What follows belongs to an exercise in optimizing a design on an open flow for small area; a production flow would make more cautious choices.
In this exercise RTL edits were held to simulation tests only and were not proved equivalent to the original.
Power figures rest on the tool's default switching activity, not on a simulated workload.

== before ==
// smart_pill_box
module smart_pill_box(
	input              clk,
	input              rst_n,
	input      [4:1]   c,
	output     [4:1]   r,
	output             lcd_rs,
	output             lcd_rw,
	output             lcd_en,
	output     [7:0]   lcd_data,
	output             beep,
	output     [7:0]   row,
	output     [7:0]   r_col,
	output     [7:0]   g_col
	);
wire [3:0]  kcode;
wire        kev;
wire [1:0]  mode, index;
wire [19:0] xd;
wire        xd_bl, xd_on;
wire [2:0]  rstate;
wire        gstate;
wire        alarm_ctl;
wire [127:0] codes;
scankeyboard_debounce scankeyboard_debounce_inst(
	.clk(clk), .rst_n(rst_n), .r(r), .c(c), .kcode(kcode), .kev(kev));
smart_pill_box_ctl smart_pill_box_ctl_inst(
	.clk(clk), .rst_n(rst_n), .kcode(kcode), .kev(kev),
	.mode(mode), .index(index), .xd(xd), .xd_bl(xd_bl), .xd_on(xd_on),
	.rstate(rstate), .gstate(gstate), .alarm_ctl(alarm_ctl));
lattic lattic_inst(
	.clk(clk), .rst_n(rst_n), .rstate(rstate), .gstate(gstate),
	.alarm_ctl(alarm_ctl), .row(row), .r_col(r_col), .g_col(g_col), .beep(beep));
lcd1602_display lcd1602_display_inst(
	.mode(mode), .index(index), .xd(xd), .xd_bl(xd_bl), .xd_on(xd_on),
	.codes(codes));
lcd1602_driver lcd1602_driver_inst(
	.clk(clk), .rst_n(rst_n), .codes(codes), .lcd_rs(lcd_rs), .lcd_rw(lcd_rw), .lcd_en(lcd_en),
	.lcd_data(lcd_data));
endmodule
Size: about 46 I/O pins, ~20,000 sq um of cells after synthesis.
clock: 12.0 ns
lec_check: 0
abc_area: 1
cap_margin: 20
core_margin: 2
core_utilization: 60
cts_buf_list: sky130_fd_sc_hd__clkbuf_16
cts_cluster_diameter: 80
cts_cluster_size: 24
slew_margin: 20
standard.sh (not shown) runs the stock make flow with config.mk's settings and CLKGATE_MAP_FILE= SYNTH_SCRIPT=/design/flow/synth_recipe.tcl, a recipe that flattens the netlist after the stock synthesis.
==> flow/flow/run.sh <==
#!/bin/bash
# Layout flow: the standard synthesis, then the combinational logic of
# that netlist is mapped again with a stronger ABC script (the registers,
# their names and cell types are kept as they are), then the standard
# layout from floorplan to finish on the new netlist. Clock tree synthesis
# takes its options from flow/cts_args (ORFS's CTS_ARGS) and port buffering
# from flow/buffer_ports_args (ORFS's BUFFER_PORTS_ARGS) when they exist.
set -euo pipefail
W=$(pwd)
F=$W/flow
R=$W/orfs/results/$FLOW_PLATFORM/smart_pill_box/base
LIB=$FLOW_HOME/platforms/sky130hd/lib/sky130_fd_sc_hd__tt_025C_1v80.lib

bash standard.sh synth > $W/synth.log 2>&1

cp $R/1_2_yosys.v $W/std_synth.v
# register cell types of the standard synthesis, kept as black boxes
FLOPS=$(grep -o 'sky130_fd_sc_hd__[a-z0-9_]*' $W/std_synth.v | sort -u | grep -E '__(df|sdf|edf|dl)' | tr '\n' ' ')
DONT_USE=$(sed -n '/DONT_USE_CELLS/,/^$/p' $FLOW_HOME/platforms/sky130hd/config.mk | tr -d '\\' | tr ' \t' '\n\n' | grep '^sky130' | sed 's/^/-dont_use /' | tr '\n' ' ')
cat > $W/remap.ys <<EOT
read_liberty -ignore_miss_func $LIB
read_verilog $W/std_synth.v
hierarchy -top $FLOW_TOP
setattr -mod -set keep_hierarchy 1 $FLOPS
flatten
opt_clean
tee -o $W/remap_before.txt stat -liberty $LIB
abc -liberty $LIB $DONT_USE -script $F/remap.abc
opt_clean -purge
splitnets
opt_clean -purge
hilomap -singleton -hicell sky130_fd_sc_hd__conb_1 HI -locell sky130_fd_sc_hd__conb_1 LO
insbuf -buf sky130_fd_sc_hd__buf_4 A X
select $FLOW_TOP
tee -o $W/remap_after.txt stat -liberty $LIB
write_verilog -noattr -nohex -nodec -selected $W/remapped.v
EOT
yosys -s $W/remap.ys > $W/remap.log 2>&1

cp $W/remapped.v $R/1_2_yosys.v
rm -f $R/1_synth.odb $R/1_synth.sdc
if [[ -f $F/cts_args ]]; then
  export CTS_ARGS="$(cat $F/cts_args)"
fi
if [[ -f $F/buffer_ports_args ]]; then
  export BUFFER_PORTS_ARGS="$(cat $F/buffer_ports_args)"
fi
bash standard.sh finish > $W/finish.log 2>&1
==> flow/flow/buffer_ports_args <==
-buffer_cell sky130_fd_sc_hd__buf_1
==> flow/flow/cts_args <==
-sink_clustering_enable -repair_clock_nets -sink_clustering_size 24 -sink_clustering_max_diameter 80 -buf_list sky130_fd_sc_hd__clkbuf_16 -dont_use_dummy_load
==> flow/flow/remap.abc <==
strash
&get -n
&fraig -x
&deepsyn -T 60
&put
strash
&get -n
&dch -f
&nf -a -R 1000
&put
strash
&get -n
&dch -f
&nf -a -R 1000
&put
> inputs changed (before -> after)
--- a/flow/design.v
+++ b/flow/design.v
@@ -27,38 +27,37 @@
 	input [4:1] p;    
 	case (p)
 	4'b0000: classify = 3'b000;
 	4'b0001: classify = 3'b100;
 	4'b0010: classify = 3'b101;
 	4'b0100: classify = 3'b110;
 	4'b1000: classify = 3'b111;
 	default: classify = 3'b001;
 	endcase
 endfunction
-wire [2:0] k1 = classify(~c & n1);
-wire [2:0] k2 = classify(~c & n2);
-wire [2:0] k3 = classify(~c & n3);
-wire [2:0] k4 = classify(~c & n4);
+wire [4:1] smp = r_n & ~r;
+wire [4:1] nsel = ({4{smp[1]}} & n1) | ({4{smp[2]}} & n2) | ({4{smp[3]}} & n3) | ({4{smp[4]}} & n4);
+wire [2:0] k = classify(~c & nsel);
 always @(posedge clk or negedge rst_n)
 	if (!rst_n) begin
 		n1 <= 4'd0; n2 <= 4'd0; n3 <= 4'd0; n4 <= 4'd0;
 		cls1 <= 3'd0; cls2 <= 3'd0; cls3 <= 2'd0; cls4 <= 2'd0;
 	end else begin
-		if (r_n[1] & ~r[1]) begin n1 <= ~c; cls1 <= k1; end
-		if (r_n[2] & ~r[2]) begin n2 <= ~c; cls2 <= k2; end
-		if (r_n[3] & ~r[3]) begin
+		if (smp[1]) begin n1 <= ~c; cls1 <= k; end
+		if (smp[2]) begin n2 <= ~c; cls2 <= k; end
+		if (smp[3]) begin
 			n3 <= ~c;
-			cls3 <= k3[2] ? ((k3[1:0] == 2'd0) ? 2'd1 : 2'd2) : {k3[0], k3[0]};
+			cls3 <= k[2] ? ((k[1:0] == 2'd0) ? 2'd1 : 2'd2) : {k[0], k[0]};
 		end
-		if (r_n[4] & ~r[4]) begin
+		if (smp[4]) begin
 			n4 <= ~c;
-			cls4 <= k4[2] ? 2'd1 : {k4[0], k4[0]};
+			cls4 <= k[2] ? 2'd1 : {k[0], k[0]};
 		end
 	end
 always @(posedge clk or negedge rst_n)
 	if (!rst_n)
 		kf <= 4'b0000;
 	else begin
 		if (~r[1]) kf[0] <= (cls1 != 3'd0);
 		if (~r[2]) kf[1] <= (cls2 != 3'd0);
 		if (~r[3]) kf[2] <= (cls3 != 2'd0);
 		if (~r[4]) kf[3] <= (cls4 != 2'd0);
@@ -119,26 +118,35 @@
 reg  [9:0] t1s;
 reg  [8:0] t500;
 reg  [7:0] t250;
 wire clk_1hz = (t1s == T1_END);
 wire clk_2hz = (t500 == T2_END);
 wire clk_4hz = (t250 == T4_END);
 wire [9:0] t1s_nx  = {t1s[8:0], ~(t1s[2] ^ t1s[9])};
 wire [8:0] t500_nx = {t500[7:0], ~(t500[3] ^ t500[8])};
 wire [7:0] t250_nx = {t250[6:0], ~(t250[0] ^ t250[1] ^ t250[6] ^ t250[7])};
 assign alarm_ctl = |af;
-wire [3:0] aidx = {2'b00, index} + (mode == 2'd2 ? 4'd3 : mode == 2'd3 ? 4'd6 : 4'd0);
-wire [4:0] sel_h  = ah[aidx];
-wire [5:0] sel_m  = am[aidx];
-wire [5:0] sel_s  = as[aidx];
-wire       sel_on = on[aidx];
-wire [8:0] asel = (mode == 2'd0) ? 9'd0 : (9'd1 << aidx);
+wire [17:0] bx [0:2];
+genvar gb;
+generate for (gb = 0; gb < 3; gb = gb + 1) begin : rd
+	assign bx[gb] = (index == 2'd0) ? {on[3*gb],   ah[3*gb],   am[3*gb],   as[3*gb]} :
+	                (index == 2'd1) ? {on[3*gb+1], ah[3*gb+1], am[3*gb+1], as[3*gb+1]} :
+	                                  {on[3*gb+2], ah[3*gb+2], am[3*gb+2], as[3*gb+2]};
+end endgenerate
+wire [17:0] selv = (mode == 2'd2) ? bx[1] : (mode == 2'd3) ? bx[2] : bx[0];
+wire [4:0] sel_h  = selv[16:12];
+wire [5:0] sel_m  = selv[11:6];
+wire [5:0] sel_s  = selv[5:0];
+wire       sel_on = selv[17];
+wire [2:0] mdec = {mode == 2'd3, mode == 2'd2, mode == 2'd1};
+wire [2:0] idec = {index == 2'd2, index == 2'd1, index == 2'd0};
+wire [8:0] asel = {{3{mdec[2]}} & idec, {3{mdec[1]}} & idec, {3{mdec[0]}} & idec};
 wire time_mode = (mode == 2'd0);
 wire chg0 = (change == 3'd0);
 wire [1:0] mode_n = (kf[3] & chg0) ? mode + 2'd1 : mode;
 wire to_time = (mode_n == 2'd0);
 wire [4:0] src_h = to_time ? hour : sel_h;
 wire [5:0] src_m = to_time ? min  : sel_m;
 wire [5:0] src_s = to_time ? sec  : sel_s;
 wire [5:0] fv   = (change == 3'd1) ? {1'b0, src_h} : (change == 3'd2) ? src_m : src_s;
 wire [5:0] fmax = (change == 3'd1) ? 6'd23 : 6'd59;
 wire [5:0] fnew = kf[1] ? ((fv == fmax) ? 6'd0 : fv + 6'd1)
==> summary.txt <==
after finished end to end and its layout was clean on timing, DRC and antenna.
Between after and before, the worst slack on hold paths figures differ only marginally.
Setup slack of the critical path after layout: after vs before down 0.45 ns
before → after: area of the mapped netlist went down by 1.0%, internal reg-to-reg setup slack went down 0.45 ns, average via count per standard cell went up, required time of the critical path moved down, area growth from synthesis to layout -0.31 points.
Total met2 wirelength after detailed routing, after vs before: down by a few percent
Diff before -> after: sequential logic power held steady, initial core utilization moved up, routed wire length went up.

==> what the ideal ports hide <==
Ports are ideal in the flow. The routed layouts listed here were re-timed in OpenROAD. Step 1 (the two cells are an assumption about what drives the block):
set clk [get_ports {clk}]
set_driving_cell -lib_cell sky130_fd_sc_hd__clkbuf_16 $clk
set_driving_cell -lib_cell sky130_fd_sc_hd__buf_2 [delete_from_list [all_inputs] $clk]
Step 2 times the ports against the registers' clock, not the clock port: input delays grow and output delays shrink by t, the midpoint of the rising clock arrivals with the driver on. a / b / c = ideal ports / drivers / drivers and shift; a / b = the first two.
run	shift t [ns]	slack for setup (ns)	worst data-port slew with drivers (ns)
before	0.601	5.829 / 5.829 / 5.829	0.03
after	0.597	5.379 / 5.379 / 5.379	0.03
After both steps setup and hold are still met in every run listed.
